Background: an optimization exercise with open tools, aiming at small area, a short achievable clock period and few clock cycles. Do not read the settings as production practice. RTL that was checked went through simulation tests only; none was proved equivalent to the original. The RTL of run 3 was laid out without a check of its function. Power and IR drop assume default switching activity.

$ cat flow/design.v
module cpu(clk,reset,N,V,Z, mem_cmd, mem_addr, read_data, write_data);
    input clk, reset;
    input [15:0] read_data;
    output [15:0] write_data;
    output Z, V, N;
    output [8:0] mem_addr;
    output [1:0] mem_cmd;
    localparam [1:0] C_NONE = 2'b00, C_WRITE = 2'b01, C_READ = 2'b10;
    reg [127:0] R;               
    reg        halted;
    reg [1:0]  cmd;              
    reg [8:0]  maddr;            
    reg [15:0] wdata;            
    reg        isf;              
    reg [7:0]  fpc;              
    reg [7:0]  apc;              
    reg        fv;               
    reg        ldm_v, ldw_v;     
    reg [2:0]  ldm_rd, ldw_rd;
    reg        ldw_kill;         
    reg        fN, fV, fZ;
    assign mem_cmd = cmd;
    assign mem_addr = maddr;
    assign write_data = wdata;
    assign N = fN;
    assign V = fV;
    assign Z = fZ;
    reg [15:0] IR;
    reg        irv;
    reg [2:0]  bidx;             
    wire [2:0] op = IR[15:13];
    wire [1:0] alu = IR[12:11];
    wire [2:0] rn = IR[10:8];
    wire [2:0] rd = IR[7:5];
    wire [1:0] sh = IR[4:3];
    wire [2:0] rm = IR[2:0];
    wire i_ldr  = ~op[2];
    wire i_str  = op[2] & ~op[1] & ~op[0];
    wire i_alu  = op[2] & ~op[1] & op[0];
    wire i_mov  = op[2] & op[1] & ~op[0];
    wire i_halt = op[2] & op[1] & op[0];
    wire i_movi = i_mov & alu[1];
    wire i_cmp  = i_alu & (alu == 2'b01);
    wire i_add  = i_alu & (alu == 2'b00);
    wire i_and  = i_alu & (alu == 2'b10);
    wire i_mvn  = i_alu & (alu == 2'b11);
    wire i_wr   = i_mov | (i_alu & (alu != 2'b01));
    wire [2:0] dst = i_movi ? rn : rd;
    wire use_rn = i_ldr | i_str | (i_alu & (alu != 2'b11));
    wire use_rm = i_alu | (i_mov & ~alu[1]);
    wire use_rd = i_str;
    reg [15:0] A, B;
    reg        xv, x_wr, x_add, x_and, x_mvn, x_cmp, x_ldr, x_str, x_halt;
    reg [2:0]  x_dst;
    reg [4:0]  x_imm5;
    wire [15:0] xres;
    wire rd_x = (use_rn & (rn == x_dst)) | (use_rm & (rm == x_dst)) | (use_rd & (rd == x_dst));
    wire rd_m = (use_rn & (rn == ldm_rd)) | (use_rm & (rm == ldm_rd)) | (use_rd & (rd == ldm_rd));
    wire r_hazard = (xv & x_ldr & rd_x) | (ldm_v & rd_m);
    wire x_fire = xv & ~halted & ~(ldw_v & x_wr);
    wire r_go = irv & ~halted & (~xv | x_fire) & ~r_hazard;
    reg [15:0] rfa, rfb;
    integer i;
    always @(*) begin
        rfa = 16'b0;
        rfb = 16'b0;
        for (i = 0; i < 8; i = i + 1) begin
            rfa = rfa | ({16{rn == i}} & R[16*i +: 16]);
            rfb = rfb | ({16{bidx == i}} & R[16*i +: 16]);
        end
    end
    wire ldw_ok = ldw_v & ~ldw_kill;
    wire fa_x = xv & x_wr & (x_dst == rn);
    wire fa_l = ldw_ok & (ldw_rd == rn);
    wire fb_x = xv & x_wr & (x_dst == bidx);
    wire fb_l = ldw_ok & (ldw_rd == bidx);
    wire [15:0] ra = fa_x ? xres : (fa_l ? read_data : rfa);
    wire [15:0] rb = fb_x ? xres : (fb_l ? read_data : rfb);
    reg [15:0] B_n;
    always @(*) begin
        if (i_movi) B_n = {{8{IR[7]}}, IR[7:0]};
        else if (i_str) B_n = rb;
        else case (sh)
            2'b00: B_n = rb;
            2'b01: B_n = {rb[14:0], 1'b0};
            2'b10: B_n = {1'b0, rb[15:1]};
            default: B_n = {rb[15], rb[15:1]};
        endcase
    end
    wire [15:0] A_n = ra ^ {16{i_cmp}};    
    wire [15:0] sum = A + B;
    assign xres = x_add ? sum : (x_and ? (A & B) : (x_mvn ? ~B : B));
    wire cN = ~sum[15];
    wire cZ = &sum;
    wire cV = (A[15] == B[15]) & (sum[15] != A[15]);
    wire [8:0] xaddr = A[8:0] + {{4{x_imm5[4]}}, x_imm5};
    integer j;
    wire        we = ldw_ok | (x_fire & x_wr);
    wire [2:0]  widx = ldw_v ? ldw_rd : x_dst;
    wire [15:0] wd = ldw_v ? read_data : xres;
    always @(posedge clk) begin
        for (j = 0; j < 8; j = j + 1)
            if (we && widx == j) R[16*j +: 16] <= wd;
    end
    wire accept = fv & (~irv | r_go);
    wire reject = fv & irv & ~r_go;
    wire [7:0] nf = reject ? apc : fpc;
    wire mem_go = x_fire & (x_ldr | x_str);
    wire stop = halted | (x_fire & x_halt);
    always @(posedge clk) begin
        if (accept) begin
            IR <= read_data;
            bidx <= (read_data[15:13] == 3'b100) ? read_data[7:5] : read_data[2:0];
        end
        if (r_go) begin
            A <= A_n;
            B <= B_n;
            x_wr <= i_wr;
            x_add <= i_add;
            x_and <= i_and;
            x_mvn <= i_mvn;
            x_cmp <= i_cmp;
            x_ldr <= i_ldr;
            x_str <= i_str;
            x_halt <= i_halt;
            x_dst <= dst;
            x_imm5 <= IR[4:0];
        end
        wdata <= B;
        apc <= maddr[7:0];
        if (x_fire & x_cmp) begin
            fN <= cN;
            fV <= cV;
            fZ <= cZ;
        end
        ldm_rd <= x_dst;
        ldw_rd <= ldm_rd;
        ldw_kill <= x_fire & x_wr & ldm_v & (x_dst == ldm_rd);
    end
    always @(posedge clk) begin
        if (reset) begin
            irv <= 1'b0;
            xv <= 1'b0;
            halted <= 1'b0;
            cmd <= C_READ;
            maddr <= 9'd0;
            isf <= 1'b1;
            fpc <= 8'd1;
            fv <= 1'b0;
            ldm_v <= 1'b0;
            ldw_v <= 1'b0;
        end else begin
            irv <= accept | (irv & ~r_go);
            xv <= r_go | (xv & ~x_fire);
            halted <= stop;
            ldm_v <= x_fire & x_ldr;
            ldw_v <= ldm_v;
            fv <= isf & ~reject;
            if (mem_go) begin
                cmd <= x_ldr ? C_READ : C_WRITE;
                maddr <= xaddr;
                isf <= 1'b0;
                fpc <= nf;
            end else if (stop) begin
                cmd <= C_NONE;
                isf <= 1'b0;
            end else begin
                cmd <= C_READ;
                maddr <= {1'b0, nf};
                isf <= 1'b1;
                fpc <= nf + 8'd1;
            end
        end
    end
endmodule
$ cat flow/config.mk
export PLATFORM = sky130hd
export DESIGN_NAME = cpu
export DESIGN_NICKNAME = cpu
export VERILOG_FILES = /design/flow/design.v
export SDC_FILE = /design/flow/constraint.sdc
export NUM_CORES = 4
export LEC_CHECK = 0
export CAP_MARGIN = 20
export CORE_MARGIN = 2
export CORE_UTILIZATION = 40
export SETUP_SLACK_MARGIN = 4.5
export SLEW_MARGIN = 20
$ cat flow/constraint.sdc
create_clock -name core_clock -period 7.0 [get_ports {clk}]
set_input_delay 1.4000 -clock core_clock [delete_from_list [all_inputs] [get_ports {clk}]]
set_output_delay 1.4000 -clock core_clock [all_outputs]
set_load 0.01 [all_outputs]
$ cat flow/run.sh
#!/bin/bash
# synth_recipe.tcl (not shown) runs the flow's synth.tcl, then flattens the netlist and writes it again
# the make line also repeats each setting of config.mk as NAME=value (left out here)
make -C /OpenROAD-flow-scripts/flow DESIGN_CONFIG=/design/flow/config.mk WORK_HOME=/design/flow/orfs CLKGATE_MAP_FILE= SYNTH_SCRIPT=/design/flow/synth_recipe.tcl finish
==> flow_metrics.env, run 1 <==
export IMPL_dieArea_um2=35800
export IMPL_grt_pass1_vias=10600
export IMPL_p_per_area_nw_per_um2=279
export IMPL_grtUsageTotal=0.236
export IMPL_slew_violations=0
export IMPL_initial_utilization=0.408
export IMPL_synth_xor_area_frac=0.0561
export IMPL_tightestPinTransition_ns=0.775
export IMPL_wl_met3_um=4110
export IMPL_hp_start="maddr[1]"
export IMPL_clkPwrFrac=0.298
export IMPL_cp_max_fo=8
export IMPL_cts_buffers=28
export IMPL_synth_adder_area_share=0.0257
export IMPL_hold_path_cell_count=0
export IMPL_power_frac_seq=0.399
export IMPL_die_w_um=189
export IMPL_comb_power_share=0.302
export IMPL_root_buffer="clkbuf_16"
export IMPL_drtAntennaViolNets=0
export IMPL_required_ns=7.30
export IMPL_vias_per_cell=6.04
export IMPL_synth_simple_area_share=0.110
export IMPL_ctsHoldBuffers=0
export IMPL_first_iter_violations=1273
export IMPL_r2r_end="R[118]"
export IMPL_yosysSeqAreaShare=0.516
export IMPL_drt_first_pass_iters=6
export IMPL_setup_worst_path_start_class="flop"
export IMPL_synth_area_per_cell_um2=11.1
export IMPL_die_h_um=189
export IMPL_remaining_drc_errors=0
export IMPL_worst_ep_arrival_time_ns=3.26
export IMPL_core_area_um2=33700
export IMPL_wirelength_um=43600
export IMPL_r2r_cells=11
export IMPL_clock_path_buffers=3
export IMPL_fmax_mhz=337
export IMPL_cts_sinks=255
export IMPL_cts_tree="built"
export IMPL_area_growth_syn_to_layout_pct=25.6
export IMPL_slew_headroom=0.478
export IMPL_overflow=0
export IMPL_power_leakage_nw=6.14
export IMPL_syn_inst=1235
export IMPL_synth_top_family_by_area="compound AO/OA/AOI/OAI gates"
export IMPL_ys_ff_latch=255
export IMPL_ir_worst_vdd_v=0.000187
export IMPL_fin_crit_sh=0.424
export IMPL_wl_met1_um=17500
export IMPL_io_pins=48
export IMPL_setup_violations=0
export IMPL_status="complete, no violations"
export IMPL_synth_edf_count=198
export IMPL_diodes=0
export IMPL_dp_hpwl_um=27600
export IMPL_r2r_slack_ns=4.03
export IMPL_yosys_cell_types_count=82
export IMPL_htree_levels=1
export IMPL_gp_congestion=0.917
export IMPL_hold_viol=0
export IMPL_top_layer_used="met4"
export IMPL_grt_max_degree=39
export IMPL_num_rows=67
export IMPL_antenna_found_initial=0
export IMPL_hold_path_end="apc[1]"
export IMPL_end_kind="flop"
export IMPL_drive_above_1_share=0.284
export IMPL_r2r_start="B[0]"
export IMPL_final_nets=1405
export IMPL_syn_nets=1280
export IMPL_fin_worst_skew_ns=0.0236
export IMPL_swShare=0.315
export IMPL_cap_violations=0
export IMPL_p_switching_mw=1.51
export IMPL_fin_util=0.512
export IMPL_clk_pin_slew_ns=0.06
export IMPL_hold_class="flop to flop"
export IMPL_synth_area_mux_share=0.0849
export IMPL_synth_compound_area_frac=0.172
export IMPL_ys_async_sr_fraction=0
export IMPL_met2_length_um=20300
export IMPL_tns_ns=0
export IMPL_synth_area_um2=13700
export IMPL_clock_latency_ns=0.57
export IMPL_synth_warning_count=1
export IMPL_rsz0062_at_grt="yes"
export IMPL_io_buffers=47
export IMPL_finalCriticalPeriod_ns=2.97
export IMPL_grt_pass1_wl_um=65200
export IMPL_post_drt_wl_per_cell_um=23.8
export IMPL_vias=11000
export IMPL_path_class="flop to flop"
export IMPL_ys_flop_type="edfxtp_1"
export IMPL_p_int_mw=3.29
## flip-flops by register name (all words and copies together), names as in the netlist, 2 cells and up
signal and flops:
A 16, B 16, IR 16, R 128, apc 8, bidx 3
cmd 2, fpc 8, ldm_rd 3, ldw_rd 3, maddr 9, wdata 16
x_dst 3, x_imm5 5
## metal layers
layer	track usage	up-vias
met5	0	-
met4	0.0751	0
met3	0.0347	95
met2	0.389	622
met1	0.322	5337
li1	-	4991
## layout by cell type (no fill, tap or decap), drive strengths merged, types with 9 or more instances in the layout
master,instances
mux2,37
a22oi,24
ha,25
a221o,13
a21oi,85
buf,142
clkinv,9
mux4,18
o21ai,75
a31oi,15
clkbuf,47
nor2,109
edfxtp,198
o22ai,15
clkdlybuf4s50,15
a21o,15
nand4,14
inv,24
mux2i,34
nor3,20
and3,14
a32oi,10
a221oi,21
a211oi,9
dfxtp,57
nand2,81
nand2b,10
and2,11
nor2b,9
xnor2,71
xor2,17
nand3,25
## worst max-delay path by stage
stage / cells after the start / slack [ns] / endpoint / startpoint
floorplan: 10 / 4.18 / B[14] / B[0]
detailed placement: 3 / 3.43 / bidx[1] / read_data[15]
finish: 11 / 4.03 / R[118] / B[0]
CTS: 11 / 4.07 / B[15] / A[0]
global route: 12 / 3.93 / B[6] / B[0]
global placement: 3 / 3.41 / bidx[1] / read_data[15]
## metrics by stage
stage	power (mW)	cell area (µm²)	std cells	setup slack, ns	hold WS (ns)
2_1_floorplan	2.67	13800	1235	4.18	0.326
3_3_place_gp	3.00	14700	1680	3.41	0.356
3_5_place_dp	3.01	14700	1680	3.43	0.364
4_1_cts	4.66	16700	1798	4.07	0.364
5_1_grt	5.00	17300	1829	3.93	0.371
6_report	4.81	17300	1829	4.03	0.360
## repair_timing
item / CTS / global route
setup endpoints to repair: 244 / 242
pin swaps: 31 / 20
buffers inserted: 61 / 29
gates cloned: 6 / 2
gates resized for setup: 252 / 87
## power by group through the flow
stage                     logic, mW  registers (mW)  clock network [mW]
final                          1.45            1.92                1.43
after global routing           1.55            1.93                1.52
after CTS                      1.29            1.92                1.45
after detailed placement       1.06            1.95                   0
after global placement         1.05            1.95                   0
after floorplan               0.754            1.91                   0
## cell type report
| cell class | count | area, µm² |
|---|---|---|
| repair inverters | 3 | 22.5 |
| inverters | 29 | 124 |
| clock inverters | 9 | 82.6 |
| multi-input cells | 875 | 7030 |
| repair buffers | 168 | 1530 |
| well taps | 448 | 561 |
| clock buffers | 42 | 806 |
| flip-flops and latches | 255 | 7100 |
| fillers | 2936 | 16400 |
## worst max-delay path, cell delays in order (launching register included)
cell,delay [ns]
edfxtp_1,0.45
ha_4,0.20
fa_2,0.34
a21o_1,0.18
a221o_2,0.41
buf_4,0.16
buf_6,0.12
xnor2_4,0.15
mux2i_4,0.13
buf_6,0.14
buf_6,0.11
mux2_4,0.32
## cell usage after synthesis (4+ instances only)
cell type,count,area share
edfxtp_1,198,0.43
nor2_1,109,0.030
a21oi_1,85,0.031
nand2_1,81,0.022
xnor2_1,71,0.045
o21ai_0,67,0.024
dfxtp_1,57,0.083
mux2_2,37,0.030
clkbuf_1,35,0.0096
mux2i_1,34,0.025
buf_2,26,0.0095
inv_1,26,0.0071
ha_1,25,0.023
nand3_1,25,0.0091
a22oi_1,24,0.013
a221oi_1,21,0.013
nor3_1,20,0.0073
mux4_2,17,0.028
xor2_1,17,0.011
a21o_1,15,0.0082
o22ai_1,15,0.0068
a31oi_1,14,0.0064
and3_1,14,0.0064
nand4_1,14,0.0064
a221o_1,13,0.0095
a32oi_1,10,0.0064
nand2b_1,10,0.0046
nor2b_1,9,0.0041
a211oi_1,8,0.0044
and2_1,8,0.0036
buf_4,7,0.0038
nor3b_1,7,0.0038
o21ai_1,7,0.0026
o221ai_1,7,0.0045
a22o_1,6,0.0038
a41oi_1,6,0.0038
a211o_1,5,0.0032
a311oi_1,5,0.0032
o21bai_1,5,0.0027
o211ai_1,4,0.0022
o21a_1,4,0.0022
or4_1,4,0.0022
## kinds of logic after synthesis
| family | after synthesis |
|---|---|
| AOI/OAI and AO/OA | 349 |
| xor gates and xnor gates | 88 |
| adders and majority gates | 27 |
| buffers and inverters | 106 |
| DFF | 255 |
| muxes | 89 |
| and+or+nand+nor | 321 |
Testbench counts, summed over its fixed seeds: cycles 17,817.
==> run 2: changes to the inputs <==
--- a/flow/config.mk
+++ b/flow/config.mk
@@ -10,3 +10,3 @@
 export CORE_UTILIZATION = 40
-export SETUP_SLACK_MARGIN = 4.5
+export SETUP_SLACK_MARGIN = 3.5
 export SLEW_MARGIN = 20
==> flow_metrics.env, run 2 <==
export IMPL_status="complete, no violations"
export IMPL_r2r_end="R[94]"
export IMPL_fin_crit_sh=0.475
export IMPL_worst_ep_arrival_time_ns=3.62
export IMPL_slew_headroom=0.259
export IMPL_hold_viol=0
export IMPL_end_kind="flop"
export IMPL_worstSetupEndpoint="R[94]"
export IMPL_synth_largest_area_cell="edfxtp_1"
export IMPL_finalCriticalPeriod_ns=3.33
export IMPL_regMostFlops="R"
export IMPL_synth_warning_count=1
export IMPL_synth_top_area_frac=0.433
export IMPL_cts_tree="built"
export IMPL_die_w_um=189
export IMPL_root_buffer="clkbuf_16"
export IMPL_place_inst=1678
export IMPL_gp_congestion=0.921
export IMPL_syn_nets=1280
export IMPL_antenna_found_initial=0
export IMPL_cp_max_fo=8
export IMPL_cts_sinks=255
export IMPL_drive_above_1_share=0.110
export IMPL_area_growth_syn_to_layout_pct=13.6
export IMPL_core_area_um2=33700
export IMPL_stdcell_count=1732
export IMPL_synth_area_per_cell_um2=11.1
export IMPL_num_rows=67
export IMPL_ys_async_sr_fraction=0
export IMPL_grtUsageTotal=0.220
export IMPL_setup_worst_path_start_class="flop"
export IMPL_vias_per_cell=6.03
export IMPL_yosys_cell_types_count=82
export IMPL_fin_worst_skew_ns=0.0340
export IMPL_remaining_drc_errors=0
export IMPL_ir_worst_vdd_v=0.000194
export IMPL_io_buffers=47
export IMPL_clk_pin_slew_ns=0.06
export IMPL_synth_edf_count=198
export IMPL_clock_latency_ns=0.57
export IMPL_vias=10400
export IMPL_final_nets=1307
export IMPL_slew_violations=0
export IMPL_p_per_area_nw_per_um2=292
export IMPL_synth_area_um2=13700
export IMPL_hold_class="flop to flop"
export IMPL_wirelength_um=40100
export IMPL_first_iter_violations=1132
export IMPL_r2r_slack_ns=3.67
export IMPL_initial_utilization=0.408
export IMPL_setup_violations=0
export IMPL_required_ns=7.29
export IMPL_yosysSeqAreaShare=0.516
export IMPL_overflow=0
export IMPL_grt_max_degree=49
export IMPL_synth_area_top_cells="edfxtp_1 (43%), dfxtp_1 (8.3%), xnor2_1 (4.5%)"
export IMPL_final_common_cell="edfxtp_1"
export IMPL_cts_buffers=29
export IMPL_synth_most_common_cell="edfxtp_1"
export IMPL_cp_startpoint="B[0]"
export IMPL_clock_path_buffers=3
export IMPL_drtAntennaViolNets=0
export IMPL_cap_violations=0
export IMPL_synthTopCellsByCount="edfxtp_1 (198), nor2_1 (109), a21oi_1 (85), nand2_1 (81), xnor2_1 (71)"
export IMPL_syn_inst=1235
export IMPL_power_leakage_nw=5.41
export IMPL_grt_pass1_wl_um=60800
export IMPL_tns_ns=0
export IMPL_final_cell_mix="edfxtp_1 (198), nor2_1 (107), a21oi_1 (85), nand2_1 (81), xnor2_1 (71)"
export IMPL_ctsHoldBuffers=0
export IMPL_largest_reg_flops=128
export IMPL_path_class="flop to flop"
export IMPL_htree_levels=1
export IMPL_post_drt_wl_per_cell_um=23.1
export IMPL_tightestPinTransition_ns=1.10
export IMPL_fmax_mhz=301
export IMPL_ys_flop_type="edfxtp_1"
export IMPL_drt_first_pass_iters=7
export IMPL_diodes=0
export IMPL_r2r_cells=9
export IMPL_grt_pass1_vias=9997
export IMPL_io_pins=48
export IMPL_r2r_start="B[0]"
export IMPL_rsz0062_at_grt="no"
export IMPL_ys_ff_latch=255
export IMPL_die_h_um=189
export IMPL_dp_hpwl_um=27800
export IMPL_fin_util=0.463
export IMPL_dieArea_um2=35800
## run 2: changes by cell type in the layout (fill, tap and decap cells not counted), sizes merged
cell / previous run / this run
buf: 142 / 26
bufbuf: 2 / 0
bufinv: 1 / 5
clkbuf: 47 / 35
clkdlybuf4s15: 2 / 0
clkdlybuf4s50: 15 / 47
clkinv: 9 / 15
clkinvlp: 7 / 2
dlygate4sd2: 2 / 0
inv: 24 / 25
or4: 5 / 4
## run 2: logic make-up (layout without fill, tap and decap cells)
logic type | after synthesis | in the layout | share of synthesized area
fa+ha+maj | 27 | 27 | 0.0257
xor+xnor | 88 | 88 | 0.0561
compound gates | 349 | 349 | 0.172
buf+inv | 106 | 155 | 0.0352
mux | 89 | 89 | 0.0849
flops | 255 | 255 | 0.516
simple gates | 321 | 321 | 0.110
## run 2: per-layer routing
metal	wire, µm	track usage
met3	3000	0.0397
met5	0	0
met2	18900	0.361
met1	17000	0.298
met4	1140	0.0623
## run 2: critical path: stages (launching register included)
cell and delay, ns:
edfxtp_1 0.43, ha_1 0.27, fa_1 0.41, a21o_1 0.20
a221o_1 0.40, a22o_1 0.29, a21oi_1 0.19, xnor2_1 0.17
a21oi_1 0.18, mux2i_2 0.52
## run 2: through the flow
stage | total power [mW] | hold WS [ns] | area [µm²] | worst slack [ns]
2_1_floorplan | 2.65 | 0.326 | 13700 | 3.71
3_3_place_gp | 2.98 | 0.356 | 14600 | 3.48
3_5_place_dp | 2.99 | 0.363 | 14600 | 3.50
4_1_cts | 4.57 | 0.372 | 15600 | 3.55
5_1_grt | 4.76 | 0.375 | 15600 | 3.51
6_report | 4.56 | 0.366 | 15600 | 3.67
## run 2: final cells by class
class | instances | area [µm²]
clock buffer | 35 | 768
multi-input combinational | 874 | 6190
fill | 3131 | 18100
tap | 448 | 561
timing repair buffer | 73 | 673
clock inverter | 18 | 220
sequential | 255 | 7090
inverter | 29 | 109
## run 2: power by group
part | switching [mW] | internal, mW
Sequential | 0.0924 | 1.82
Combinational | 0.661 | 0.410
Clock | 0.613 | 0.960
Total | 1.37 | 3.19
## run 2: worst min path at each step
stage | startpoint | slack, ns | to | cells past startpoint
after floorplan | ldm_rd[1] | 0.33 | ldw_rd[1] | 0
after global placement | maddr[7] | 0.36 | apc[7] | 0
after detailed placement | maddr[7] | 0.36 | apc[7] | 0
after CTS | maddr[7] | 0.37 | apc[7] | 0
after global routing | maddr[7] | 0.37 | apc[7] | 0
final | maddr[7] | 0.37 | apc[7] | 0
## run 2: timing repair
item	CTS	global route
resized for setup	0	4
endpoints found under the setup margin	0	22
setup buffers	0	1
==> run 3: changes to the inputs <==
--- a/flow/design.v
+++ b/flow/design.v
@@ -15,3 +15,2 @@
     reg [7:0]  fpc;              
-    reg [7:0]  apc;              
     reg        fv;               
@@ -29,3 +28,2 @@
     reg        irv;
-    reg [2:0]  bidx;             
     wire [2:0] op = IR[15:13];
@@ -48,2 +46,3 @@
     wire [2:0] dst = i_movi ? rn : rd;
+    wire [2:0] bidx = i_str ? rd : rm;       
     wire use_rn = i_ldr | i_str | (i_alu & (alu != 2'b11));
@@ -78,13 +77,11 @@
     wire [15:0] rb = fb_x ? xres : (fb_l ? read_data : rfb);
-    reg [15:0] B_n;
-    always @(*) begin
-        if (i_movi) B_n = {{8{IR[7]}}, IR[7:0]};
-        else if (i_str) B_n = rb;
-        else case (sh)
-            2'b00: B_n = rb;
-            2'b01: B_n = {rb[14:0], 1'b0};
-            2'b10: B_n = {1'b0, rb[15:1]};
-            default: B_n = {rb[15], rb[15:1]};
-        endcase
-    end
+    wire s_imm = i_movi;
+    wire s_pas = ~i_movi & (i_str | (sh == 2'b00));
+    wire s_shl = ~i_movi & ~i_str & (sh == 2'b01);
+    wire s_shr = ~i_movi & ~i_str & sh[1];
+    wire s_msb = ~i_movi & ~i_str & (sh == 2'b11);
+    wire [15:0] imm8 = {{8{IR[7]}}, IR[7:0]};
+    wire [15:0] B_n = ({16{s_imm}} & imm8) | ({16{s_pas}} & rb) |
+                      ({16{s_shl}} & {rb[14:0], 1'b0}) |
+                      ({16{s_shr}} & {s_msb & rb[15], rb[15:1]});
     wire [15:0] A_n = ra ^ {16{i_cmp}};    
@@ -106,3 +103,3 @@
     wire reject = fv & irv & ~r_go;
-    wire [7:0] nf = reject ? apc : fpc;
+    wire [7:0] nf = reject ? fpc - {6'b0, isf, ~isf} : fpc;
     wire mem_go = x_fire & (x_ldr | x_str);
@@ -110,6 +107,3 @@
     always @(posedge clk) begin
-        if (accept) begin
-            IR <= read_data;
-            bidx <= (read_data[15:13] == 3'b100) ? read_data[7:5] : read_data[2:0];
-        end
+        if (accept) IR <= read_data;
         if (r_go) begin
@@ -129,3 +123,2 @@
         wdata <= B;
-        apc <= maddr[7:0];
         if (x_fire & x_cmp) begin
--- a/flow/config.mk
+++ b/flow/config.mk
@@ -10,3 +10,5 @@
 export CORE_UTILIZATION = 40
-export SETUP_SLACK_MARGIN = 3.5
+export CTS_BUF_LIST = sky130_fd_sc_hd__clkbuf_8
+export CTS_CLUSTER_SIZE = 30
+export SETUP_SLACK_MARGIN = 4.0
 export SLEW_MARGIN = 20
==> flow_metrics.env, run 3 <==
export IMPL_hold_class="flop to flop"
export IMPL_clock_latency_ns=0.61
export IMPL_htree_levels=2
export IMPL_hp_start="B[12]"
export IMPL_status="complete, no violations"
export IMPL_regMostFlops="R"
export IMPL_hold_viol=0
export IMPL_fmax_mhz=304
export IMPL_die_w_um=188
export IMPL_cp_max_fo=17
export IMPL_fin_worst_skew_ns=0.0597
export IMPL_initial_utilization=0.405
export IMPL_total_power_mw=4.70
export IMPL_clock_path_buffers=3
export IMPL_ys_flop_type="edfxtp_1"
export IMPL_synthTopCellsByCount="edfxtp_1 (195), nor2_1 (116), nand2_1 (97), a21oi_1 (94), xnor2_1 (83)"
export IMPL_fill_cells=2942
export IMPL_drt_first_pass_iters=6
export IMPL_grt_max_degree=49
export IMPL_ir_worst_vdd_v=0.000169
export IMPL_dieArea_um2=35300
export IMPL_cts_buffers=44
export IMPL_dp_hpwl_um=28000
export IMPL_final_cell_area_um2=16900
export IMPL_clk_pin_slew_ns=0.06
export IMPL_synth_most_common_cell="edfxtp_1"
export IMPL_first_iter_violations=1204
export IMPL_vias_per_cell=6.08
export IMPL_yosysSeqAreaShare=0.506
export IMPL_num_rows=67
export IMPL_gp_congestion=0.887
export IMPL_worst_ep_arrival_time_ns=3.60
export IMPL_synth_area_per_cell_um2=10.7
export IMPL_grt_pass1_vias=10900
export IMPL_ys_async_sr_fraction=0
export IMPL_vias=11300
export IMPL_synth_area_top_cells="edfxtp_1 (43%), dfxtp_1 (7.3%), xnor2_1 (5.4%)"
export IMPL_remaining_drc_errors=0
export IMPL_slew_violations=0
export IMPL_io_pins=48
export IMPL_drtAntennaViolNets=0
export IMPL_yosys_cell_types_count=76
export IMPL_final_nets=1432
export IMPL_synth_warning_count=1
export IMPL_ys_ff_latch=244
export IMPL_path_class="flop to flop"
export IMPL_synth_area_um2=13500
export IMPL_wirelength_um=45100
export IMPL_antenna_found_initial=0
export IMPL_tightestPinTransition_ns=1.22
export IMPL_placed_area_um2=14500
export IMPL_cts_tree="built"
export IMPL_pre_cts_ws_ns=2.90
export IMPL_cts_sinks=244
export IMPL_finalCriticalPeriod_ns=3.29
export IMPL_largest_reg_flops=128
export IMPL_cap_violations=0
export IMPL_slew_headroom=0.176
export IMPL_fin_crit_sh=0.470
export IMPL_power_leakage_nw=6.08
export IMPL_synth_largest_area_cell="edfxtp_1"
export IMPL_syn_inst=1262
export IMPL_r2r_slack_ns=3.71
export IMPL_setup_ws_ns=3.71
export IMPL_r2r_cells=9
export IMPL_io_buffers=47
export IMPL_post_drt_wl_per_cell_um=24.2
export IMPL_syn_nets=1310
export IMPL_area_growth_syn_to_layout_pct=25.3
export IMPL_r2r_end="B[7]"
export IMPL_synth_top_area_frac=0.433
export IMPL_core_area_um2=33400
export IMPL_whs_ns=0.449
export IMPL_final_cell_mix="edfxtp_1 (195), nor2_1 (105), nand2_1 (96), buf_4 (85), xnor2_1 (77)"
export IMPL_hold_path_end="wdata[12]"
export IMPL_grtUsageTotal=0.249
export IMPL_die_h_um=188
export IMPL_required_ns=7.31
export IMPL_hold_path_cell_count=0
export IMPL_grt_pass1_wl_um=67000
export IMPL_setup_violations=0
export IMPL_r2r_start="IR[13]"
export IMPL_setup_worst_path_start_class="flop"
export IMPL_rsz0062_at_grt="yes"
export IMPL_end_kind="flop"
export IMPL_root_buffer="clkbuf_8"
export IMPL_overflow=0
export IMPL_final_common_cell="edfxtp_1"
export IMPL_synth_edf_count=195
export IMPL_tns_ns=0
export IMPL_p_per_area_nw_per_um2=278
export IMPL_drive_above_1_share=0.239
run 3: how the worst max path moves through the flow:
stage / from / end / cells past startpoint
floorplan: IR[14] / B[15] / 12
CTS: IR[13] / B[10] / 10
global route: IR[13] / B[7] / 13
detailed placement: IR[13] / B[3] / 10
finish: IR[13] / B[7] / 9
global placement: IR[13] / B[8] / 10
run 3: what timing repair did:
action,in CTS,in global routing
pin swaps,28,51
hold buffers,0,0
gates resized for setup,90,85
buffers inserted,62,16
endpoints found under the setup margin,123,58
hold endpoints to repair,0,0
cloned,9,0
run 3: layout make-up:
class / instances / area, µm² / share of cell area
diodes: 1 / 2.50 / 0.000148
clock buffers: 49 / 674 / 0.0398
clock inverters: 30 / 169 / 0.00998
inverters: 29 / 121 / 0.00717
multi-input cells: 908 / 7010 / 0.414
flip-flops and latches: 244 / 6840 / 0.404
well taps: 448 / 561 / 0.0331
repair buffers: 157 / 1560 / 0.0923
run 3: metrics by stage:
| stage | cells | util |
|---|---|---|
| after detailed placement | 1699 | 0.434 |
| after floorplan | 1262 | - |
| after CTS | 1849 | 0.491 |
| after global placement | 1699 | 0.434 |
| after global routing | 1865 | 0.507 |
| final | 1866 | 0.508 |
run 3: per-layer routing:
metal | track usage | vias up | routed length [µm]
met5 | 0 | - | 0
met4 | 0.111 | 0 | 2130
met3 | 0.0584 | 146 | 4330
met2 | 0.402 | 617 | 20600
met1 | 0.318 | 5513 | 18000
li1 | - | 5069 | -
run 3: cell families (layout without fill, tap and decap cells):
logic type,after synthesis,count (layout),synth area share
AO/OA/AOI/OAI,356,356,0.178
XOR/XNOR,96,96,0.0622
adder cells (fa/ha/maj),30,30,0.0294
buffers and inverters,113,265,0.0341
flip-flops,244,244,0.506
multiplexers,90,91,0.0759
other,0,1,0
AND/OR/NAND/NOR,333,335,0.115
run 3: power by group:
group	internal, mW	leakage (nW)	total (mW)	switching, mW
registers	1.76	2.20	1.86	0.100
logic	0.655	3.39	1.55	0.897
clock network	0.684	0.495	1.29	0.608
run 3: critical path, cell delays in order (launching register included):
cell	delay, ns
edfxtp_1	0.41
or3b_4	0.44
buf_4	0.19
mux2_4	0.43
a222oi_1	0.70
o221a_2	0.31
o21ai_0	0.09
mux2i_1	0.20
buf_4	0.15
o221ai_1	0.11
==> run 4: changes to the inputs <==
--- a/flow/design.v
+++ b/flow/design.v
@@ -51,3 +51,9 @@
     reg [15:0] A, B;
-    reg        xv, x_wr, x_add, x_and, x_mvn, x_cmp, x_ldr, x_str, x_halt;
+    reg        xv;
+    reg [2:0]  xop;
+    wire x_wr   = ~xop[2];
+    wire x_cmp  = xop == 3'b100;
+    wire x_ldr  = xop == 3'b101;
+    wire x_str  = xop == 3'b110;
+    wire x_halt = xop == 3'b111;
     reg [2:0]  x_dst;
@@ -57,3 +63,4 @@
     wire rd_m = (use_rn & (rn == ldm_rd)) | (use_rm & (rm == ldm_rd)) | (use_rd & (rd == ldm_rd));
-    wire r_hazard = (xv & x_ldr & rd_x) | (ldm_v & rd_m);
+    wire rd_w = (use_rn & (rn == ldw_rd)) | (use_rm & (rm == ldw_rd)) | (use_rd & (rd == ldw_rd));
+    wire r_hazard = (xv & x_ldr & rd_x) | (ldm_v & rd_m) | (ldw_v & rd_w);
     wire x_fire = xv & ~halted & ~(ldw_v & x_wr);
@@ -72,7 +79,5 @@
     wire fa_x = xv & x_wr & (x_dst == rn);
-    wire fa_l = ldw_ok & (ldw_rd == rn);
     wire fb_x = xv & x_wr & (x_dst == bidx);
-    wire fb_l = ldw_ok & (ldw_rd == bidx);
-    wire [15:0] ra = fa_x ? xres : (fa_l ? read_data : rfa);
-    wire [15:0] rb = fb_x ? xres : (fb_l ? read_data : rfb);
+    wire [15:0] ra = fa_x ? xres : rfa;
+    wire [15:0] rb = fb_x ? xres : rfb;
     wire s_imm = i_movi;
@@ -88,3 +93,12 @@
     wire [15:0] sum = A + B;
-    assign xres = x_add ? sum : (x_and ? (A & B) : (x_mvn ? ~B : B));
+    reg [15:0] xres_r;
+    always @(*) begin
+        case (xop[1:0])
+            2'b00: xres_r = sum;
+            2'b01: xres_r = B;
+            2'b10: xres_r = A & B;
+            default: xres_r = ~B;
+        endcase
+    end
+    assign xres = xres_r;
     wire cN = ~sum[15];
@@ -111,10 +125,4 @@
             B <= B_n;
-            x_wr <= i_wr;
-            x_add <= i_add;
-            x_and <= i_and;
-            x_mvn <= i_mvn;
-            x_cmp <= i_cmp;
-            x_ldr <= i_ldr;
-            x_str <= i_str;
-            x_halt <= i_halt;
+            xop <= i_add ? 3'b000 : i_mov ? 3'b001 : i_and ? 3'b010 : i_mvn ? 3'b011 :
+                   i_cmp ? 3'b100 : i_ldr ? 3'b101 : i_str ? 3'b110 : 3'b111;
             x_dst <= dst;
--- a/flow/config.mk
+++ b/flow/config.mk
@@ -7,2 +7,3 @@
 export LEC_CHECK = 0
+export ABC_AREA = 1
 export CAP_MARGIN = 20
==> flow_metrics.env, run 4 <==
export IMPL_final_nets=1589
export IMPL_ctsHoldBuffers=0
export IMPL_tns_ns=0
export IMPL_dieArea_um2=33400
export IMPL_htree_levels=2
export IMPL_final_common_cell="nand2_1"
export IMPL_grtUsageTotal=0.236
export IMPL_synth_area_per_cell_um2=8.97
export IMPL_core_area_um2=31600
export IMPL_power_leakage_nw=6.08
export IMPL_rsz0062_at_grt="yes"
export IMPL_p_per_area_nw_per_um2=277
export IMPL_synth_largest_area_cell="edfxtp_1"
export IMPL_clock_latency_ns=0.57
export IMPL_path_class="flop to flop"
export IMPL_grt_pass1_wl_um=60300
export IMPL_drtAntennaViolNets=0
export IMPL_yosysSeqAreaShare=0.522
export IMPL_clock_path_buffers=3
export IMPL_slew_violations=0
export IMPL_synthTopCellsByCount="nand2_1 (345), edfxtp_1 (190), inv_1 (157), nor2_1 (105), nand3_1 (91)"
export IMPL_ys_ff_latch=239
export IMPL_area_growth_syn_to_layout_pct=18.4
export IMPL_die_w_um=183
export IMPL_die_h_um=183
export IMPL_cts_sinks=239
export IMPL_finalCriticalPeriod_ns=2.95
export IMPL_synth_edf_count=190
export IMPL_syn_nets=1475
export IMPL_post_drt_wl_per_cell_um=20.4
export IMPL_grt_pass1_vias=10200
export IMPL_fill_cells=3005
export IMPL_end_kind="flop"
export IMPL_overflow=0
export IMPL_initial_utilization=0.406
export IMPL_largest_reg_flops=128
export IMPL_setup_violations=0
export IMPL_grt_max_degree=47
export IMPL_drive_above_1_share=0.131
export IMPL_ys_flop_type="edfxtp_1"
export IMPL_first_iter_violations=1379
export IMPL_slew_headroom=0.340
export IMPL_total_power_mw=4.19
export IMPL_hold_viol=0
export IMPL_r2r_end="R[15]"
export IMPL_cts_tree="built"
export IMPL_vias_per_cell=5.66
export IMPL_dp_hpwl_um=27700
export IMPL_r2r_cells=11
export IMPL_final_cell_area_um2=15200
export IMPL_synth_top_area_frac=0.446
export IMPL_regMostFlops="R"
export IMPL_hold_class="flop to flop"
export IMPL_placed_area_um2=13800
export IMPL_cts_buffers=43
export IMPL_r2r_slack_ns=4.05
export IMPL_final_cell_mix="nand2_1 (343), edfxtp_1 (190), inv_1 (163), nor2_1 (101), nand3_1 (90)"
export IMPL_ys_async_sr_fraction=0
export IMPL_yosys_cell_types_count=56
export IMPL_hp_start="B[12]"
export IMPL_fin_worst_skew_ns=0.0339
export IMPL_status="complete, no violations"
export IMPL_io_pins=48
export IMPL_required_ns=7.27
export IMPL_cap_violations=0
export IMPL_worstSetupEndpoint="R[15]"
export IMPL_cp_max_fo=8
export IMPL_r2r_start="B[3]"
export IMPL_cp_startpoint="B[3]"
export IMPL_num_rows=65
export IMPL_wirelength_um=40300
export IMPL_syn_inst=1427
export IMPL_drt_first_pass_iters=6
export IMPL_gp_congestion=0.971
export IMPL_remaining_drc_errors=0
export IMPL_diodes=0
export IMPL_worst_ep_arrival_time_ns=3.22
export IMPL_root_buffer="clkbuf_8"
export IMPL_ir_worst_vdd_v=0.000122
export IMPL_synth_warning_count=1
export IMPL_fmax_mhz=339
export IMPL_vias=11200
export IMPL_antenna_found_initial=0
export IMPL_synth_most_common_cell="nand2_1"
export IMPL_synth_area_um2=12800
export IMPL_whs_ns=0.429
export IMPL_fin_crit_sh=0.422
export IMPL_synth_area_top_cells="edfxtp_1 (45%), nand2_1 (10%), dfxtp_1 (7.7%)"
export IMPL_clk_pin_slew_ns=0.06
export IMPL_setup_worst_path_start_class="flop"
export IMPL_io_buffers=47
export IMPL_tightestPinTransition_ns=0.986
## run 4: changes by cell type after synthesis, sizes merged, moves of 15 or more
cell | before | now
o21ai | 64 | 97
inv | 29 | 172
a211oi | 19 | 3
xnor2 | 83 | 10
o22ai | 5 | 25
nor2b | 15 | 0
a21oi | 94 | 65
mux2 | 47 | 0
clkbuf | 60 | 22
nand2 | 97 | 357
mux2i | 40 | 0
xor2 | 13 | 32
nand3 | 17 | 100
## run 4: cell type report
type	count	area, µm²	area share
clock buffers	47	647	0.0427
clock inverters	33	288	0.0190
inverters	173	667	0.0440
multi-input cells	975	5390	0.356
flip-flops and latches	239	6690	0.441
well taps	402	503	0.0332
repair buffers	109	973	0.0642
## run 4: logic make-up after synthesis
kind of cell	Yosys count	share of synthesized area
simple gates	624	0.214
compound gates	278	0.138
flops	239	0.522
buf+inv	214	0.0659
xor+xnor	42	0.0287
fa+ha+maj	30	0.0311
## run 4: where the power goes
group          switching [mW]  internal [mW]
clock network           0.613          0.811
logic                   0.662          0.352
registers              0.0719           1.68
total                    1.35           2.85
## run 4: stage by stage
step | instances | setup WS (ns) | utilization
floorplan | 1427 | 4.20 | -
CTS | 1945 | 4.01 | 0.468
detailed placement | 1856 | 3.70 | 0.436
global route | 1978 | 3.89 | 0.480
finish | 1978 | 4.05 | 0.480
global placement | 1856 | 3.70 | 0.436
## run 4: how the worst min path moves through the flow
| stage | cells past startpoint | slack (ns) | end |
|---|---|---|---|
| 6_report | 0 | 0.43 | wdata[12] |
| 5_1_grt | 0 | 0.44 | ldw_rd[0] |
| 4_1_cts | 0 | 0.42 | wdata[0] |
| 3_5_place_dp | 0 | 0.41 | wdata[0] |
| 3_3_place_gp | 0 | 0.38 | wdata[0] |
| 2_1_floorplan | 0 | 0.34 | ldm_rd[0] |
## run 4: per-layer routing
layer / track usage / wire length [µm] / up-vias
met5: 0 / 0 / -
met4: 0.0973 / 1500 / 0
met3: 0.0427 / 3610 / 111
met2: 0.390 / 19000 / 625
met1: 0.308 / 16100 / 5254
li1: - / - / 5203
## run 4: repair_timing
| action | CTS | global route |
|---|---|---|
| resized for setup | 15 | 40 |
| pin swaps | 0 | 9 |
| setup endpoints to repair | 134 | 132 |
| buffers inserted | 9 | 31 |
| cloned | 0 | 2 |
## run 4: critical path, stage by stage (launching register included)
cell and delay [ns]:
edfxtp_1 0.46, ha_1 0.41, nand2_1 0.11, nor3_1 0.28, nor2_1 0.12, o21ai_1 0.21
nand3_1 0.12, nand3b_1 0.13, nand3_1 0.08, nand2_1 0.08, nand2_1 0.12, o21ai_1 0.55
Testbench counts of run 4, summed over its fixed seeds: cycles 17,825.
==> run 5: changes to the inputs <==
--- a/flow/config.mk
+++ b/flow/config.mk
@@ -11,5 +11,3 @@
 export CORE_UTILIZATION = 40
-export CTS_BUF_LIST = sky130_fd_sc_hd__clkbuf_8
-export CTS_CLUSTER_SIZE = 30
-export SETUP_SLACK_MARGIN = 4.0
+export SETUP_SLACK_MARGIN = 3.5
 export SLEW_MARGIN = 20
==> flow_metrics.env, run 5 <==
export IMPL_vias_per_cell=5.71
export IMPL_path_cells="ha_1 > fa_1 > a21oi_1 > o21ai_0 > xor2_1 > nand2_1 > o21ai_0 > nand2_1 > o21ai_0"
export IMPL_worst_ep_arrival_time_ns=3.46
export IMPL_crit_buf_inv=0
export IMPL_p_int_mw=2.97
export IMPL_drt_first_pass_iters=5
export IMPL_wirelength_um=39300
export IMPL_p_switching_mw=1.31
export IMPL_synth_most_common_cell="nand2_1"
export IMPL_synth_largest_area_cell="edfxtp_1"
export IMPL_ys_async_sr_fraction=0
export IMPL_comb_power_share=0.221
export IMPL_grt_max_degree=46
export IMPL_end_kind="flop"
export IMPL_clk_pin_slew_ns=0.06
export IMPL_ir_worst_vdd_v=0.000155
export IMPL_required_ns=7.21
export IMPL_hold_class="flop to flop"
export IMPL_yosysSeqAreaShare=0.522
export IMPL_root_buffer="clkbuf_16"
export IMPL_slew_violations=0
export IMPL_drive_above_1_share=0.0838
export IMPL_fin_crit_sh=0.464
export IMPL_tightestPinTransition_ns=1.20
export IMPL_cts_sinks=239
export IMPL_num_rows=65
export IMPL_grtUsageTotal=0.237
export IMPL_remaining_drc_errors=0
export IMPL_p_per_area_nw_per_um2=290
export IMPL_cp_max_fo=8
export IMPL_vias=10900
export IMPL_core_area_um2=31600
export IMPL_grt_pass1_wl_um=60900
export IMPL_hold_viol=0
export IMPL_gp_congestion=0.957
export IMPL_yosys_cell_types_count=56
export IMPL_fin_util=0.467
export IMPL_synth_warning_count=1
export IMPL_cpMaxStageDelayCell="o21ai_0"
export IMPL_path_class="flop to flop"
export IMPL_clkPwrFrac=0.366
export IMPL_fin_worst_skew_ns=0.0128
export IMPL_cpMostUsedCell="o21ai_0"
export IMPL_clock_path_buffers=3
export IMPL_synth_area_per_cell_um2=8.97
export IMPL_synth_top_area_frac=0.446
export IMPL_rsz0062_at_grt="no"
export IMPL_ys_ff_latch=239
export IMPL_status="complete, no violations"
export IMPL_power_leakage_nw=5.82
export IMPL_final_cell_mix="nand2_1 (345), edfxtp_1 (190), inv_1 (157), nor2_1 (105), nand3_1 (91)"
export IMPL_final_nets=1531
export IMPL_overflow=0
export IMPL_swShare=0.305
export IMPL_cp_top_family="compound AO/OA/AOI/OAI gates"
export IMPL_diodes=0
export IMPL_synthTopCellsByCount="nand2_1 (345), edfxtp_1 (190), inv_1 (157), nor2_1 (105), nand3_1 (91)"
export IMPL_cap_violations=0
export IMPL_drtAntennaViolNets=0
export IMPL_ys_flop_type="edfxtp_1"
export IMPL_largest_reg_flops=128
export IMPL_clock_latency_ns=0.54
export IMPL_htree_levels=1
export IMPL_synth_area_top_cells="edfxtp_1 (45%), nand2_1 (10%), dfxtp_1 (7.7%)"
export IMPL_synth_area_um2=12800
export IMPL_die_w_um=183
export IMPL_tns_ns=0
export IMPL_slew_headroom=0.189
export IMPL_post_cts_setup_buffers=0
export IMPL_first_iter_violations=1357
export IMPL_antenna_found_initial=0
export IMPL_grt_pass1_vias=10500
export IMPL_dieArea_um2=33400
export IMPL_slowest_delay_ns=0.77
export IMPL_regMostFlops="R"
export IMPL_syn_nets=1475
export IMPL_final_common_cell="nand2_1"
export IMPL_cts_buffers=28
export IMPL_finalCriticalPeriod_ns=3.25
export IMPL_setup_worst_path_start_class="flop"
export IMPL_die_h_um=183
export IMPL_cts_tree="built"
export IMPL_area_growth_syn_to_layout_pct=15.2
export IMPL_dp_hpwl_um=27500
export IMPL_io_pins=48
export IMPL_fmax_mhz=308
export IMPL_synth_edf_count=190
export IMPL_syn_inst=1427
export IMPL_post_drt_wl_per_cell_um=20.6
export IMPL_power_frac_seq=0.413
export IMPL_initial_utilization=0.406
export IMPL_setup_violations=0
export IMPL_io_buffers=47
## run 5: path summary, 6_finish.rpt
check	startpoint	cells past startpoint	to	slack, ns
hold reg to reg	ldm_rd[0]	0	ldw_rd[0]	0.42
setup reg to reg	B[0]	9	R[88]	3.75
setup / recovery	B[0]	9	R[88]	3.75
hold / removal	ldm_rd[0]	0	ldw_rd[0]	0.42
## run 5: cells by family after synthesis
family / share of synthesized area
AND/OR/NAND/NOR: 0.214
AO/OA/AOI/OAI: 0.138
flip-flops: 0.522
buffers and inverters: 0.0659
XOR/XNOR: 0.0287
adder cells (fa/ha/maj): 0.0311
## run 5: layout make-up
cell class / instances / area (µm²)
fill: 2979 / 16800
sequential: 239 / 6690
multi-input combinational: 974 / 5300
clock buffer: 31 / 733
inverter: 173 / 649
timing repair buffer: 67 / 621
tap: 402 / 503
clock inverter: 20 / 258
## run 5: what timing repair did
item                                    CTS  global route
hold buffers                              0             0
resized for setup                         0             6
endpoints found under the setup margin    0            48
## run 5: per-stage QoR
stage | setup WS (ns) | power [mW] | hold slack (ns) | area (µm²) | instances
3_5_place_dp | 3.72 | 2.72 | 0.410 | 13800 | 1855
5_1_grt | 3.51 | 4.47 | 0.428 | 14700 | 1906
3_3_place_gp | 3.79 | 2.71 | 0.378 | 13800 | 1855
4_1_cts | 3.70 | 4.28 | 0.419 | 14700 | 1906
6_report | 3.75 | 4.28 | 0.417 | 14700 | 1906
2_1_floorplan | 3.97 | 2.40 | 0.343 | 12800 | 1427
## run 5: power by group through the flow
stage	clock (mW)	sequential, mW	combinational, mW
floorplan	0	1.77	0.626
global placement	0	1.80	0.913
detailed placement	0	1.80	0.921
CTS	1.59	1.77	0.925
global route	1.65	1.78	1.05
finish	1.56	1.77	0.947
## run 5: routing by layer
layer / vias to the layer above / share of wire / track usage
li1: 5073 / - / -
met1: 5120 / 0.41 / 0.309
met2: 568 / 0.46 / 0.388
met3: 126 / 0.088 / 0.0423
met4: 0 / 0.046 / 0.109
met5: - / 0 / 0
==> run 6: changes to the inputs <==
--- a/flow/config.mk
+++ b/flow/config.mk
@@ -11,3 +11,3 @@
 export CORE_UTILIZATION = 40
-export SETUP_SLACK_MARGIN = 3.5
+export SETUP_SLACK_MARGIN = 4.5
 export SLEW_MARGIN = 20
==> flow_metrics.env, run 6 <==
export IMPL_antenna_found_initial=1
export IMPL_crit_buf_inv=3
export IMPL_setup_ws_ns=4.41
export IMPL_drt_first_pass_iters=6
export IMPL_synth_most_common_cell="nand2_1"
export IMPL_synth_edf_count=190
export IMPL_ys_flop_type="edfxtp_1"
export IMPL_synth_area_top_cells="edfxtp_1 (45%), nand2_1 (10%), dfxtp_1 (7.7%)"
export IMPL_synth_largest_area_cell="edfxtp_1"
export IMPL_path_cells="inv_2 > nand3_4 > buf_12 > o21ai_4 > nor3_2 > buf_6 > nand2_2 > nand2_1 > nor2_1 > nand4_1 > nand3_1 > nand2_1 > nand2_1 > o221ai_2"
export IMPL_synth_simple_area_share=0.214
export IMPL_final_nets=1671
export IMPL_ys_ff_latch=239
export IMPL_die_w_um=183
export IMPL_setup_worst_path_start_class="flop"
export IMPL_slowest_delay_ns=0.46
export IMPL_wirelength_um=43700
export IMPL_placed_area_um2=13800
export IMPL_fmax_mhz=386
export IMPL_finalCriticalPeriod_ns=2.59
export IMPL_multi_input_area_um2=6440
export IMPL_final_common_cell="nand2_1"
export IMPL_setup_violations=0
export IMPL_grt_pass1_vias=10900
export IMPL_use_met1=0.327
export IMPL_p_per_area_nw_per_um2=267
export IMPL_total_power_mw=4.54
export IMPL_fin_util=0.540
export IMPL_diodes=0
export IMPL_slew_headroom=0.432
export IMPL_hold_viol=0
export IMPL_core_area_um2=31600
export IMPL_cts_tree="built"
export IMPL_drtAntennaViolNets=0
export IMPL_fin_crit_sh=0.370
export IMPL_gp_congestion=0.907
export IMPL_ys_async_sr_fraction=0
export IMPL_num_rows=65
export IMPL_post_drt_wl_per_cell_um=21.4
export IMPL_synth_compound_area_frac=0.138
export IMPL_dieArea_um2=33400
export IMPL_synth_top_family_by_area="simple AND/OR/NAND/NOR gates"
export IMPL_overflow=0
export IMPL_first_iter_violations=1262
export IMPL_cpMostUsedCell="nand2_1"
export IMPL_grtUsageMet2=0.421
export IMPL_regMostFlops="R"
export IMPL_synth_warning_count=1
export IMPL_io_buffers=47
export IMPL_seqCellArea_um2=6690
export IMPL_syn_nets=1475
export IMPL_cp_max_fo=8
export IMPL_clk_pin_slew_ns=0.06
export IMPL_synth_area_um2=12800
export IMPL_cts_buffers=27
export IMPL_tns_ns=0
export IMPL_cpMaxStageDelayCell="edfxtp_1"
export IMPL_hold_class="flop to flop"
export IMPL_vias=11800
export IMPL_required_ns=7.28
export IMPL_htree_levels=1
export IMPL_syn_inst=1427
export IMPL_busiest_layer="met2"
export IMPL_final_cell_area_um2=17000
export IMPL_met3_usage=0.0349
export IMPL_worst_ep_arrival_time_ns=2.87
export IMPL_io_pins=48
export IMPL_ctsHoldBuffers=0
export IMPL_final_cell_mix="nand2_1 (299), edfxtp_1 (190), inv_1 (143), buf_4 (126), nor2_1 (89)"
export IMPL_tightestPinTransition_ns=0.853
export IMPL_synth_adder_area_share=0.0311
export IMPL_cts_sinks=239
export IMPL_synth_area_per_cell_um2=8.97
export IMPL_power_leakage_nw=6.81
export IMPL_status="complete, no violations"
export IMPL_grtUsageTotal=0.252
export IMPL_rsz0062_at_grt="yes"
export IMPL_die_h_um=183
export IMPL_clock_path_buffers=3
export IMPL_pre_cts_ws_ns=3.57
export IMPL_ir_worst_vdd_v=0.000212
export IMPL_synth_area_mux_share=0
export IMPL_cap_violations=0
export IMPL_cp_top_family="simple AND/OR/NAND/NOR gates"
export IMPL_vias_per_cell=5.76
export IMPL_largest_reg_flops=128
export IMPL_drive_above_1_share=0.296
export IMPL_clock_latency_ns=0.55
export IMPL_root_buffer="clkbuf_16"
export IMPL_yosys_cell_types_count=56
export IMPL_end_kind="flop"
export IMPL_dp_hpwl_um=27800
export IMPL_yosysSeqAreaShare=0.522
export IMPL_synth_top_area_frac=0.446
export IMPL_synthTopCellsByCount="nand2_1 (345), edfxtp_1 (190), inv_1 (157), nor2_1 (105), nand3_1 (91)"
export IMPL_grt_pass1_wl_um=64100
export IMPL_synth_xor_area_frac=0.0287
export IMPL_fill_cells=2760
export IMPL_grt_max_degree=41
export IMPL_fin_worst_skew_ns=0.0283
export IMPL_slew_violations=0
export IMPL_area_growth_syn_to_layout_pct=33.1
export IMPL_path_class="flop to flop"
export IMPL_remaining_drc_errors=0
export IMPL_initial_utilization=0.406
run 6: logic make-up after synthesis:
family	after synthesis
flip-flops	239
buffers and inverters	214
XOR/XNOR	42
AND/OR/NAND/NOR	624
AO/OA/AOI/OAI	278
adder cells (fa/ha/maj)	30
run 6: path summary, 6_finish.rpt:
| path | endpoint | slack (ns) | depth (start not counted) | start |
|---|---|---|---|---|
| max | B[4] | 4.41 | 14 | IR[13] |
| min | ldw_rd[0] | 0.42 | 0 | ldm_rd[0] |
| max reg2reg | B[4] | 4.41 | 14 | IR[13] |
| min reg2reg | ldw_rd[0] | 0.42 | 0 | ldm_rd[0] |
run 6: power breakdown:
part	internal, mW	leakage, nW	switching (mW)
Sequential	1.68	2.15	0.0738
Combinational	0.528	4.23	0.818
Clock	0.876	0.429	0.560
Total	3.09	6.81	1.45
run 6: layer usage:
layer  vias to the layer above  wire, µm  share of wire
li1                       5364         -              -
met1                      5582     17200           0.39
met2                       638     20300           0.46
met3                       181      3840          0.088
met4                         2      2390          0.055
met5                         -        13        0.00030
run 6: area by class of cell:
| type | instances | share of cell area |
|---|---|---|
| timing repair inverter | 1 | 0.000514 |
| clock buffer | 39 | 0.0435 |
| sequential | 239 | 0.393 |
| tap | 402 | 0.0295 |
| multi-input combinational | 975 | 0.378 |
| clock inverter | 9 | 0.00852 |
| timing repair buffer | 206 | 0.105 |
| inverter | 173 | 0.0422 |
run 6: timing repair:
item,4_1_cts,5_1_grt
gates resized for setup,258,185
setup endpoints to repair,226,175
buffers inserted,87,51
pin swaps,61,89
cloned,4,0
run 6: per-stage QoR:
stage | hold slack [ns] | instances
2_1_floorplan | 0.343 | 1427
3_3_place_gp | 0.411 | 1854
3_5_place_dp | 0.414 | 1854
4_1_cts | 0.422 | 1993
5_1_grt | 0.429 | 2044
6_report | 0.425 | 2044
==> run 7: changes to the inputs <==
--- a/flow/config.mk
+++ b/flow/config.mk
@@ -11,2 +11,4 @@
 export CORE_UTILIZATION = 40
+export CTS_CLUSTER_DIAMETER = 100
+export CTS_CLUSTER_SIZE = 24
 export SETUP_SLACK_MARGIN = 4.5
==> flow_metrics.env, run 7 <==
export IMPL_first_iter_violations=1421
export IMPL_power_leakage_nw=6.57
export IMPL_core_area_um2=31600
export IMPL_initial_utilization=0.406
export IMPL_io_pins=48
export IMPL_fin_util=0.527
export IMPL_synth_area_top_cells="edfxtp_1 (45%), nand2_1 (10%), dfxtp_1 (7.7%)"
export IMPL_clock_path_buffers=3
export IMPL_hold_class="flop to flop"
export IMPL_setup_violations=0
export IMPL_r2r_slack_ns=4.36
export IMPL_synth_most_common_cell="nand2_1"
export IMPL_remaining_drc_errors=0
export IMPL_ir_worst_vdd_v=0.000128
export IMPL_cpMostUsedCell="buf_6"
export IMPL_overflow=0
export IMPL_crit_buf_inv=5
export IMPL_drive_above_1_share=0.283
export IMPL_synth_largest_area_cell="edfxtp_1"
export IMPL_final_cell_area_um2=16600
export IMPL_path_depth=14
export IMPL_r2r_cells=14
export IMPL_synth_top_area_frac=0.446
export IMPL_whs_ns=0.417
export IMPL_path_class="flop to flop"
export IMPL_syn_nets=1475
export IMPL_post_drt_wl_per_cell_um=21.5
export IMPL_drtAntennaViolNets=0
export IMPL_hold_viol=0
export IMPL_rsz0062_at_grt="yes"
export IMPL_htree_levels=1
export IMPL_cp_max_fo=7
export IMPL_setup_worst_path_start_class="flop"
export IMPL_fmax_mhz=379
export IMPL_vias=11700
export IMPL_die_w_um=183
export IMPL_yosys_cell_types_count=56
export IMPL_final_common_cell="nand2_1"
export IMPL_final_cell_mix="nand2_1 (301), edfxtp_1 (190), inv_1 (141), buf_4 (123), nor2_1 (92)"
export IMPL_place_inst=1854
export IMPL_regMostFlops="R"
export IMPL_r2r_end="B[2]"
export IMPL_end_kind="flop"
export IMPL_tns_ns=0
export IMPL_setup_ws_ns=4.36
export IMPL_worst_ep_arrival_time_ns=2.90
export IMPL_grt_pass1_vias=11000
export IMPL_largest_reg_flops=128
export IMPL_cts_sinks=239
export IMPL_status="complete, no violations"
export IMPL_cts_buffers=14
export IMPL_ys_async_sr_fraction=0
export IMPL_synth_area_per_cell_um2=8.97
export IMPL_placed_area_um2=13800
export IMPL_pre_cts_ws_ns=3.57
export IMPL_grt_max_degree=41
export IMPL_synth_area_um2=12800
export IMPL_finalCriticalPeriod_ns=2.64
export IMPL_area_growth_syn_to_layout_pct=30.0
export IMPL_gp_congestion=0.907
export IMPL_fill_cells=2795
export IMPL_grt_pass1_wl_um=63900
export IMPL_ys_ff_latch=239
export IMPL_hp_start="ldm_rd[0]"
export IMPL_num_rows=65
export IMPL_dieArea_um2=33400
export IMPL_yosysSeqAreaShare=0.522
export IMPL_slew_violations=0
export IMPL_fin_crit_sh=0.377
export IMPL_stdcell_count=2017
export IMPL_worstSetupEndpoint="B[2]"
export IMPL_cts_tree="built"
export IMPL_root_buffer="clkbuf_16"
export IMPL_r2r_start="IR[13]"
export IMPL_fin_worst_skew_ns=0.0239
export IMPL_io_buffers=47
export IMPL_synth_warning_count=1
export IMPL_clock_latency_ns=0.50
export IMPL_synthTopCellsByCount="nand2_1 (345), edfxtp_1 (190), inv_1 (157), nor2_1 (105), nand3_1 (91)"
export IMPL_grtUsageTotal=0.252
export IMPL_slowest_delay_ns=0.48
export IMPL_syn_inst=1427
export IMPL_required_ns=7.26
export IMPL_die_h_um=183
export IMPL_ctsHoldBuffers=0
export IMPL_p_per_area_nw_per_um2=241
export IMPL_tightestPinTransition_ns=0.850
export IMPL_vias_per_cell=5.80
export IMPL_drt_first_pass_iters=5
export IMPL_ys_flop_type="edfxtp_1"
export IMPL_cap_violations=0
export IMPL_cp_top_family="buffers and inverters"
export IMPL_diodes=0
export IMPL_final_nets=1659
export IMPL_path_cells="inv_2 > buf_6 > nand3_4 > buf_6 > o21ai_4 > buf_12 > nor3_4 > buf_6 > a22oi_2 > nand4_1 > nand2_2 > o22ai_1 > a21oi_1 > nand2_1"
export IMPL_clk_pin_slew_ns=0.09
export IMPL_slew_headroom=0.434
export IMPL_cpMaxStageDelayCell="edfxtp_1"
export IMPL_dp_hpwl_um=27800
export IMPL_antenna_found_initial=0
export IMPL_cp_startpoint="IR[13]"
export IMPL_synth_edf_count=190
export IMPL_wirelength_um=43300
export IMPL_total_power_mw=4.00
[run 7: report_power, final]
part | leakage [nW] | switching (mW) | internal, mW
logic | 4.22 | 0.813 | 0.534
clock network | 0.211 | 0.482 | 0.421
registers | 2.15 | 0.0736 | 1.68
total | 6.57 | 1.37 | 2.64
[run 7: area by class of cell]
cell class / instances / area [µm²] / area share
clock buffer: 18 / 408 / 0.0245
clock inverter: 2 / 22.5 / 0.00135
inverter: 173 / 727 / 0.0437
multi-input combinational: 975 / 6390 / 0.384
sequential: 239 / 6690 / 0.402
tap: 402 / 503 / 0.0302
timing repair buffer: 207 / 1890 / 0.114
timing repair inverter: 1 / 11.3 / 0.000677
[run 7: how the worst min path moves through the flow]
stage	depth (start not counted)	endpoint
2_1_floorplan	0	ldm_rd[0]
5_1_grt	0	ldw_rd[1]
3_3_place_gp	0	wdata[10]
3_5_place_dp	0	ldw_rd[0]
6_report	0	ldw_rd[0]
4_1_cts	0	ldw_rd[1]
[run 7: logic make-up after synthesis]
logic type               after synthesis  share of synthesized area
AO/OA/AOI/OAI                        278                      0.138
flip-flops                           239                      0.522
XOR/XNOR                              42                     0.0287
AND/OR/NAND/NOR                      624                      0.214
buffers and inverters                214                     0.0659
adder cells (fa/ha/maj)               30                     0.0311
[run 7: metal layers]
metal  vias to the layer above  wire [µm]  GRT usage
met5                         -          0          0
met4                         0       2600      0.132
met3                       158       4050     0.0479
met2                       654      20100      0.417
met1                      5562      16600      0.314
li1                       5334          -          -
[run 7: timing repair]
action,in CTS,in global routing
setup buffers,102,36
pin swaps,68,82
setup endpoints to repair,226,191
gates resized for setup,241,176
gates cloned,4,1
==> run 8: changes to the inputs <==
--- a/flow/config.mk
+++ b/flow/config.mk
@@ -13,3 +13,3 @@
 export CTS_CLUSTER_SIZE = 24
-export SETUP_SLACK_MARGIN = 4.5
+export SETUP_SLACK_MARGIN = 4.0
 export SLEW_MARGIN = 20
==> flow_metrics.env, run 8 <==
export IMPL_first_iter_violations=1373
export IMPL_finalCriticalPeriod_ns=3.00
export IMPL_yosysSeqAreaShare=0.522
export IMPL_status="complete, no violations"
export IMPL_htree_levels=1
export IMPL_path_class="flop to flop"
export IMPL_grt_pass1_vias=9932
export IMPL_grtUsageMet2=0.387
export IMPL_synth_compound_area_frac=0.138
export IMPL_drtAntennaViolNets=0
export IMPL_remaining_drc_errors=0
export IMPL_synthTopCellsByCount="nand2_1 (345), edfxtp_1 (190), inv_1 (157), nor2_1 (105), nand3_1 (91)"
export IMPL_syn_nets=1475
export IMPL_clk_pin_slew_ns=0.09
export IMPL_end_kind="flop"
export IMPL_tightestPinTransition_ns=0.979
export IMPL_synth_top_area_frac=0.446
export IMPL_cp_max_fo=5
export IMPL_synth_area_um2=12800
export IMPL_hold_viol=0
export IMPL_stdcell_count=1926
export IMPL_slew_headroom=0.345
export IMPL_diodes=0
export IMPL_syn_inst=1427
export IMPL_power_leakage_nw=5.83
export IMPL_grt_pass1_wl_um=59700
export IMPL_io_buffers=47
export IMPL_initial_utilization=0.406
export IMPL_synth_largest_area_cell="edfxtp_1"
export IMPL_die_h_um=183
export IMPL_synth_most_common_cell="nand2_1"
export IMPL_use_met1=0.308
export IMPL_synth_area_mux_share=0
export IMPL_rsz0062_at_grt="yes"
export IMPL_slew_violations=0
export IMPL_num_rows=65
export IMPL_ctsHoldBuffers=0
export IMPL_synth_adder_area_share=0.0311
export IMPL_largest_reg_flops=128
export IMPL_synth_simple_area_share=0.214
export IMPL_fmax_mhz=333
export IMPL_clock_latency_ns=0.50
export IMPL_ys_ff_latch=239
export IMPL_io_pins=48
export IMPL_gp_congestion=0.971
export IMPL_root_buffer="clkbuf_16"
export IMPL_fin_util=0.467
export IMPL_yosys_cell_types_count=56
export IMPL_drt_first_pass_iters=5
export IMPL_synth_xor_area_frac=0.0287
export IMPL_setup_worst_path_start_class="flop"
export IMPL_synth_warning_count=1
export IMPL_synth_area_top_cells="edfxtp_1 (45%), nand2_1 (10%), dfxtp_1 (7.7%)"
export IMPL_setup_ws_ns=4.00
export IMPL_p_per_area_nw_per_um2=251
export IMPL_wirelength_um=39900
export IMPL_ir_worst_vdd_v=0.000120
export IMPL_fin_worst_skew_ns=0.0243
export IMPL_ys_async_sr_fraction=0
export IMPL_clock_path_buffers=3
export IMPL_area_growth_syn_to_layout_pct=15.1
export IMPL_tns_ns=0
export IMPL_synth_top_family_by_area="simple AND/OR/NAND/NOR gates"
export IMPL_fin_crit_sh=0.429
export IMPL_fill_cells=3012
export IMPL_met3_usage=0.0359
export IMPL_synth_area_per_cell_um2=8.97
export IMPL_final_nets=1564
export IMPL_drive_above_1_share=0.110
export IMPL_r2r_slack_ns=4.00
export IMPL_synth_edf_count=190
export IMPL_antenna_found_initial=0
export IMPL_die_w_um=183
export IMPL_required_ns=7.20
export IMPL_vias_per_cell=5.67
export IMPL_setup_violations=0
export IMPL_busiest_layer="met2"
export IMPL_dp_hpwl_um=27700
export IMPL_cts_tree="built"
export IMPL_worst_ep_arrival_time_ns=3.20
export IMPL_vias=10900
export IMPL_regMostFlops="R"
export IMPL_ys_flop_type="edfxtp_1"
export IMPL_overflow=0
export IMPL_core_area_um2=31600
export IMPL_pre_cts_ws_ns=3.70
export IMPL_cts_buffers=14
export IMPL_hold_class="flop to flop"
export IMPL_cts_sinks=239
export IMPL_post_drt_wl_per_cell_um=20.7
export IMPL_place_inst=1856
export IMPL_cap_violations=0
export IMPL_grtUsageTotal=0.233
export IMPL_final_cell_mix="nand2_1 (343), edfxtp_1 (190), inv_1 (155), nor2_1 (99), nand3_1 (91)"
export IMPL_grt_max_degree=47
export IMPL_final_common_cell="nand2_1"
export IMPL_dieArea_um2=33400
==> run 8: power by group <==
group	internal (mW)	switching [mW]	total, mW	leakage [nW]
combinational	0.361	0.669	1.03	3.47
sequential	1.68	0.0704	1.75	2.15
clock	0.427	0.488	0.915	0.214
==> run 8: routing by layer <==
| metal | routed length [µm] | part of all wire |
|---|---|---|
| met1 | 16000 | 0.40 |
| met4 | 1620 | 0.041 |
| met3 | 3430 | 0.086 |
| met5 | 0 | 0 |
| met2 | 18900 | 0.47 |
==> run 8: final cells by class <==
cell class	count	area, µm²	share of cell area
multi-input combinational	974	5400	0.367
sequential	239	6690	0.454
inverter	173	667	0.0453
tap	402	503	0.0341
timing repair buffer	114	1030	0.0698
clock inverter	3	25.0	0.00170
clock buffer	21	419	0.0285
==> run 8: kinds of logic after synthesis <==
family	Yosys count
simple gates	624
compound gates	278
flops	239
buf+inv	214
xor+xnor	42
fa+ha+maj	30
==> run 8: per-stage QoR <==
step,total power [mW],hold slack [ns],cell area [µm²]
floorplan,2.40,0.343,12800
detailed placement,2.72,0.406,13800
finish,3.70,0.434,14700
global route,3.88,0.443,14700
global placement,2.72,0.379,13800
CTS,3.63,0.430,14200
==> run 8: worst max-delay path, stage by stage, from the launching register on <==
cell and delay (ns):
edfxtp_1 0.48, ha_1 0.42, nand2_1 0.13, nor3_1 0.29
nor2_1 0.12, xnor2_1 0.16, nand2_1 0.07, nand2_1 0.06
a22oi_1 0.36, nand2_1 0.16, nand3_1 0.10, nand2_1 0.06
nand2_1 0.09, o221ai_1 0.20
==> run 8: timing repair <==
| item | in CTS | in global routing |
|---|---|---|
| hold endpoints to repair | 0 | 0 |
| endpoints found under the setup margin | 136 | 147 |
| setup buffers | 4 | 40 |
| resized for setup | 15 | 45 |
| pin swaps | 0 | 10 |
| gates cloned | 0 | 2 |
==> run 8: worst paths after layout <==
| kind | endpoint | from | depth (start not counted) |
|---|---|---|---|
| hold / removal | wdata[0] | B[0] | 0 |
| setup reg to reg | B[4] | B[3] | 13 |
| hold reg to reg | wdata[0] | B[0] | 0 |
| setup / recovery | B[4] | B[3] | 13 |

Setup slack of run 8, layout unchanged: 3.998 ns with ideal ports, 3.998 ns with driving cells assumed (clock clkbuf_16, inputs buf_2), 3.873 ns with port delays also shifted by the 0.541 ns mid clock arrival.
